This is an optimization exercise on Yosys and OpenROAD, whose aim is small area, a short achievable clock period and few clock cycles per item, not a production implementation. RTL that was checked went through simulation tests only; none was proved equivalent to the original.

==> run a <==
// dotproduct
module dotproduct (
    input  logic         clk_i,
    input  logic         rst_ni,
    input  logic         start_i,
    input  logic [7:0]   nnz_i,
    input  logic [31:0]  a0_i, a1_i, a2_i, a3_i, a4_i,
                         a5_i, a6_i, a7_i, a8_i, a9_i,
    input  logic [31:0]  b0_i, b1_i, b2_i, b3_i, b4_i,
                         b5_i, b6_i, b7_i, b8_i, b9_i,
    input  logic [31:0]  c_i,
    output logic [63:0]  result_o,
    output logic         busy_o,
    output logic         result_valid_o,
    output logic [31:0]  cycle_count_o
);
==> flow/config.mk <==
export PLATFORM = sky130hd
export DESIGN_NAME = dotproduct
export DESIGN_NICKNAME = dotproduct
export VERILOG_FILES = /design/flow/design.v
export SDC_FILE = /design/flow/constraint.sdc
export NUM_CORES = 4
export LEC_CHECK = 0
export ABC_AREA = 1
export CAP_MARGIN = 20
export CORE_MARGIN = 2
export CORE_UTILIZATION = 40
export SLEW_MARGIN = 20
==> flow/constraint.sdc <==
create_clock -name core_clock -period 15.0 [get_ports {clk_i}]
set_input_delay 3.0000 -clock core_clock [delete_from_list [all_inputs] [get_ports {clk_i}]]
set_output_delay 3.0000 -clock core_clock [all_outputs]
set_load 0.01 [all_outputs]
standard.sh (not shown) runs the stock make flow with config.mk's settings and CLKGATE_MAP_FILE= SYNTH_SCRIPT=/design/flow/synth_recipe.tcl, a recipe that flattens the netlist after the stock synthesis.
==> flow/flow/run.sh <==
#!/bin/bash
set -o pipefail
export BUFFER_PORTS_ARGS="-buffer_cell sky130_fd_sc_hd__buf_1"
bash standard.sh SETUP_SLACK_MARGIN=8.5 finish > standard.log 2>&1
==> run b: changes against run a <==
--- a/flow/design.v
+++ b/flow/design.v
@@ -14,73 +14,74 @@
     output logic [31:0]  cycle_count_o
 );
     logic        fvalid;      
     logic        fetching;    
     logic        flast;       
     logic        valid_q;
     logic [3:0]  cnt_q;       
-    logic [9:0]  sel;         
-    logic        pend;        
-    logic        plast;       
-    logic [16:0] P;           
+    logic [3:0]  idx;         
+    logic        ch;          
     logic [31:0] M;           
     logic [7:0]  bneg, bone, btwo;    
     logic        sh;          
     logic [63:0] acc;
     wire start_ok = start_i & ~fvalid;
-    wire issue0   = start_ok | (fetching & ~pend);    
-    wire go       = issue0 | pend;                     
+    wire go       = start_ok | fetching;
     logic [31:0] A, B;
     always_comb begin
-        A = ({32{sel[0]}} & a0_i) | ({32{sel[1]}} & a1_i) | ({32{sel[2]}} & a2_i) |
-            ({32{sel[3]}} & a3_i) | ({32{sel[4]}} & a4_i) | ({32{sel[5]}} & a5_i) |
-            ({32{sel[6]}} & a6_i) | ({32{sel[7]}} & a7_i) | ({32{sel[8]}} & a8_i) |
-            ({32{sel[9]}} & a9_i);
-        B = ({32{sel[0]}} & b0_i) | ({32{sel[1]}} & b1_i) | ({32{sel[2]}} & b2_i) |
-            ({32{sel[3]}} & b3_i) | ({32{sel[4]}} & b4_i) | ({32{sel[5]}} & b5_i) |
-            ({32{sel[6]}} & b6_i) | ({32{sel[7]}} & b7_i) | ({32{sel[8]}} & b8_i) |
-            ({32{sel[9]}} & b9_i);
-    end
-    logic [9:0] lastsel;
-    always_comb begin
-        for (int k = 0; k < 10; k++) lastsel[k] = (nnz_i == 8'(k + 1));
+        case (idx)
+            4'd0: begin A = a0_i; B = b0_i; end
+            4'd1: begin A = a1_i; B = b1_i; end
+            4'd2: begin A = a2_i; B = b2_i; end
+            4'd3: begin A = a3_i; B = b3_i; end
+            4'd4: begin A = a4_i; B = b4_i; end
+            4'd5: begin A = a5_i; B = b5_i; end
+            4'd6: begin A = a6_i; B = b6_i; end
+            4'd7: begin A = a7_i; B = b7_i; end
+            4'd8: begin A = a8_i; B = b8_i; end
+            default: begin A = a9_i; B = b9_i; end
+        endcase
     end
     wire nA = (A[31:15] == {17{A[31]}});    
     wire nB = (B[31:15] == {17{B[31]}});
     wire two  = ~nA & ~nB;
-    wire [31:0] X  = pend ? M : (nB ? A : B);
-    wire [16:0] Qn = pend ? P : (nB ? {B[15:0], 1'b0} : {A[15:0], 1'b0});
-    wire last_elem  = |(sel & lastsel);
+    wire [31:0] X  = nB ? A : B;
+    wire [16:0] Qn = ch ? A[31:15] : (nB ? {B[15:0], 1'b0} : {A[15:0], 1'b0});
+    wire last_chunk = ~two | ch;
+    wire last_elem  = ({4'd0, idx} + 8'd1 == nnz_i);
+    wire last_job   = last_chunk & last_elem;
     always_ff @(posedge clk_i) begin
         M     <= X;
-        P     <= A[31:15];
-        plast <= last_elem;
         for (int i = 0; i < 8; i++) begin
             bneg[i] <= go & Qn[2*i+2];
             bone[i] <= go & (Qn[2*i] ^ Qn[2*i+1]);
             btwo[i] <= go & ((Qn[2*i+2] & ~Qn[2*i+1] & ~Qn[2*i]) |
                              (~Qn[2*i+2] & Qn[2*i+1] & Qn[2*i]));
         end
-        sh    <= pend;
-        flast <= pend ? plast : (last_elem & ~two);
+        sh    <= ch;
+        flast <= last_job;
     end
     always_ff @(posedge clk_i or negedge rst_ni) begin
         if (!rst_ni) begin
             fvalid   <= 1'b0;
             fetching <= 1'b0;
-            pend     <= 1'b0;
             valid_q  <= 1'b0;
             cnt_q    <= 4'd0;
-            sel      <= 10'd1;
+            idx      <= 4'd0;
+            ch       <= 1'b0;
         end else begin
             fvalid   <= go;
-            pend     <= issue0 & two;
-            if (issue0) begin
-                fetching <= ~last_elem;
-                sel      <= last_elem ? 10'd1 : {sel[8:0], 1'b0};
+            fetching <= go & ~last_job;
+            if (go) begin
+                if (last_chunk) begin
+                    ch  <= 1'b0;
+                    idx <= last_elem ? 4'd0 : idx + 4'd1;
+                end else begin
+                    ch  <= 1'b1;
+                end
             end
             if (start_ok) begin
                 valid_q <= 1'b0;
                 cnt_q   <= nnz_i[3:0];
             end else if (fvalid & flast) begin
                 valid_q <= 1'b1;
             end
@@ -1527,39 +1528,19 @@
     assign fc710 = (acc[61] & ms521) | (acc[61] & mc584) | (ms521 & mc584);
     assign fs711 = acc[62] ^ ms522 ^ mc585;
     assign fc712 = (acc[62] & ms522) | (acc[62] & mc585) | (ms522 & mc585);
     assign fs713 = acc[63] ^ ms523 ^ mc586;
     assign fc714 = (acc[63] & ms523) | (acc[63] & mc586) | (ms523 & mc586);
     assign fsum = {fs713, fs711, fs709, fs707, fs705, fs703, fs701, fs699, fs697, fs695, fs693, fs691, fs689, fs687, fs685, fs683, fs681, fs679, fs677, fs675, fs673, fs671, fs669, fs667, fs665, fs663, fs661, fs659, fs657, fs655, fs653, fs651, fs649, fs647, fs645, fs643, fs641, fs639, fs637, fs635, fs633, fs631, fs629, fs627, fs625, fs623, fs621, fs619, fs617, fs615, fs613, fs611, fs609, fs607, fs605, fs603, fs601, fs599, fs597, fs595, fs593, fs591, fs589, fs587};
     assign fcar = {fc712, fc710, fc708, fc706, fc704, fc702, fc700, fc698, fc696, fc694, fc692, fc690, fc688, fc686, fc684, fc682, fc680, fc678, fc676, fc674, fc672, fc670, fc668, fc666, fc664, fc662, fc660, fc658, fc656, fc654, fc652, fc650, fc648, fc646, fc644, fc642, fc640, fc638, fc636, fc634, fc632, fc630, fc628, fc626, fc624, fc622, fc620, fc618, fc616, fc614, fc612, fc610, fc608, fc606, fc604, fc602, fc600, fc598, fc596, fc594, fc592, fc590, fc588, mc524};
-    localparam int BW = 16;
-    localparam int NB = 64 / BW;
-    logic [NB-2:0] bc;
-    logic [63:0]   bcw;
-    logic [63:0]   acc_next;
-    logic [NB-2:0] bc_next;
-    always_comb begin
-        bcw = 64'd0;
-        for (int k = 1; k < NB; k++) bcw[k*BW] = bc[k-1];
-    end
-    assign {bc_next[0], acc_next[BW-1:0]} = {1'b0, fsum[BW-1:0]} + {1'b0, fcar[BW-1:0]};
-    for (genvar k = 1; k < NB; k++) begin : g_blk
-        wire [BW+1:0] t = {1'b0, fsum[k*BW +: BW], 1'b1} + {1'b0, fcar[k*BW +: BW], bc[k-1]};
-        assign acc_next[k*BW +: BW] = t[BW:1];
-        if (k < NB - 1) begin : g_co
-            assign bc_next[k] = t[BW+1];
-        end
-    end
+    wire [63:0] acc_next = fsum + fcar;
     always_ff @(posedge clk_i) begin
-        if (start_ok) begin
+        if (start_ok)
             acc <= {{32{c_i[31]}}, c_i};
-            bc  <= '0;
-        end else begin
+        else
             acc <= acc_next;
-            bc  <= bc_next;
-        end
     end
-    assign result_o       = acc + bcw;
+    assign result_o       = acc;
     assign busy_o         = fvalid;
     assign result_valid_o = valid_q;
     assign cycle_count_o  = {28'd0, cnt_q};
 endmodule
==> flow/run.sh (new file) <==
#!/bin/bash
# synth_recipe.tcl (not shown) runs the flow's synth.tcl, then flattens the netlist and writes it again
# the make line also repeats each setting of config.mk as NAME=value (left out here)
make -C /OpenROAD-flow-scripts/flow DESIGN_CONFIG=/design/flow/config.mk WORK_HOME=/design/flow/orfs CLKGATE_MAP_FILE= SYNTH_SCRIPT=/design/flow/synth_recipe.tcl finish
removed: flow/flow/run.sh
removed: flow/standard.sh
==> out/qor.yml <==
floorplanning:
  die-area_um2: 68400
  dieHeight_um: 262
  num_rows: 94
grt:
  grt_pass1_vias: 27400
  grt_usage: 0.383
sta:
  fmax_ghz: 0.161
status:
  status: "finished clean"
final_layout:
  regArea_um2: 3650
  post-route-util: 0.463
  final_cell_mix: "nand2_1 (947), buf_1 (752), inv_1 (435)"
The numbers above come from run a.

==> out/qor.yml <==
floorplanning:
  dieHeight_um: 259
  num_rows: 93
grt:
  grt_pass1_vias: 30500
  grt_usage: 0.438
min_path:
  min-delay-start: "cnt_q[2]$_DFFE_PN0P_"
status:
  status: "finished clean"
final_layout:
  regArea_um2: 2750
  post-route-util: 0.538
  final_cell_mix: "nand2_1 (916), clkdlybuf4s50_1 (752), inv_1 (531)"
setup_path:
  path_cells: "buf_4 -> clkinv_1 -> xor2_1 -> fa_1 -> fa_1 -> inv_1 -> fa_1 -> nand2_1 -> nand2_1 -> fa_1 -> ha_1 -> nand2_1 -> nor2_1 -> inv_1 -> nor2_1 -> inv_1 -> nor4_1 -> nand3_1 -> nand3_1 -> a21o_1 -> a21oi_1 -> nand2_1 -> nand2_1 -> o21ai_0"
The numbers above come from run b.

Testbench counts of run b, summed over its fixed seeds: cycles 18,851, items 2,400.
Function not checked in run a: the RTL went through the layout flow alone.

-- separate check: timing with driven ports --
How much do the figures lean on ideal ports? The routed layouts below were timed once more, with nothing changed but the port constraints. Step 1: set_driving_cell puts a clkbuf_16 on clk_i and a buf_2 on each other input, an assumption about the parent block. Step 2, shift: input delay + t, output delay - t, t = (earliest + latest rising clock arrival at the registers) / 2. This alone moves slack from input paths to output paths. a / b / c = no drivers / after step 1 / after step 2; a / b = the first two.
| run | t (ns) | slack for setup (ns) | worst hold slack (ns) | cell pins on the clock port's net |
|---|---|---|---|---|
| run a | 0.559 | 8.799 / 8.799 / 8.716 | 0.484 / 0.484 / 0.484 | 1 |
| run b | 0.560 | 8.100 / 8.100 / 8.100 | 0.495 / 0.495 / 0.495 | 1 |
After both steps every run listed still meets setup and hold. The setup slack of run a, which loses most, moves by 0.000 ns with the drivers and by -0.083 ns with both steps.
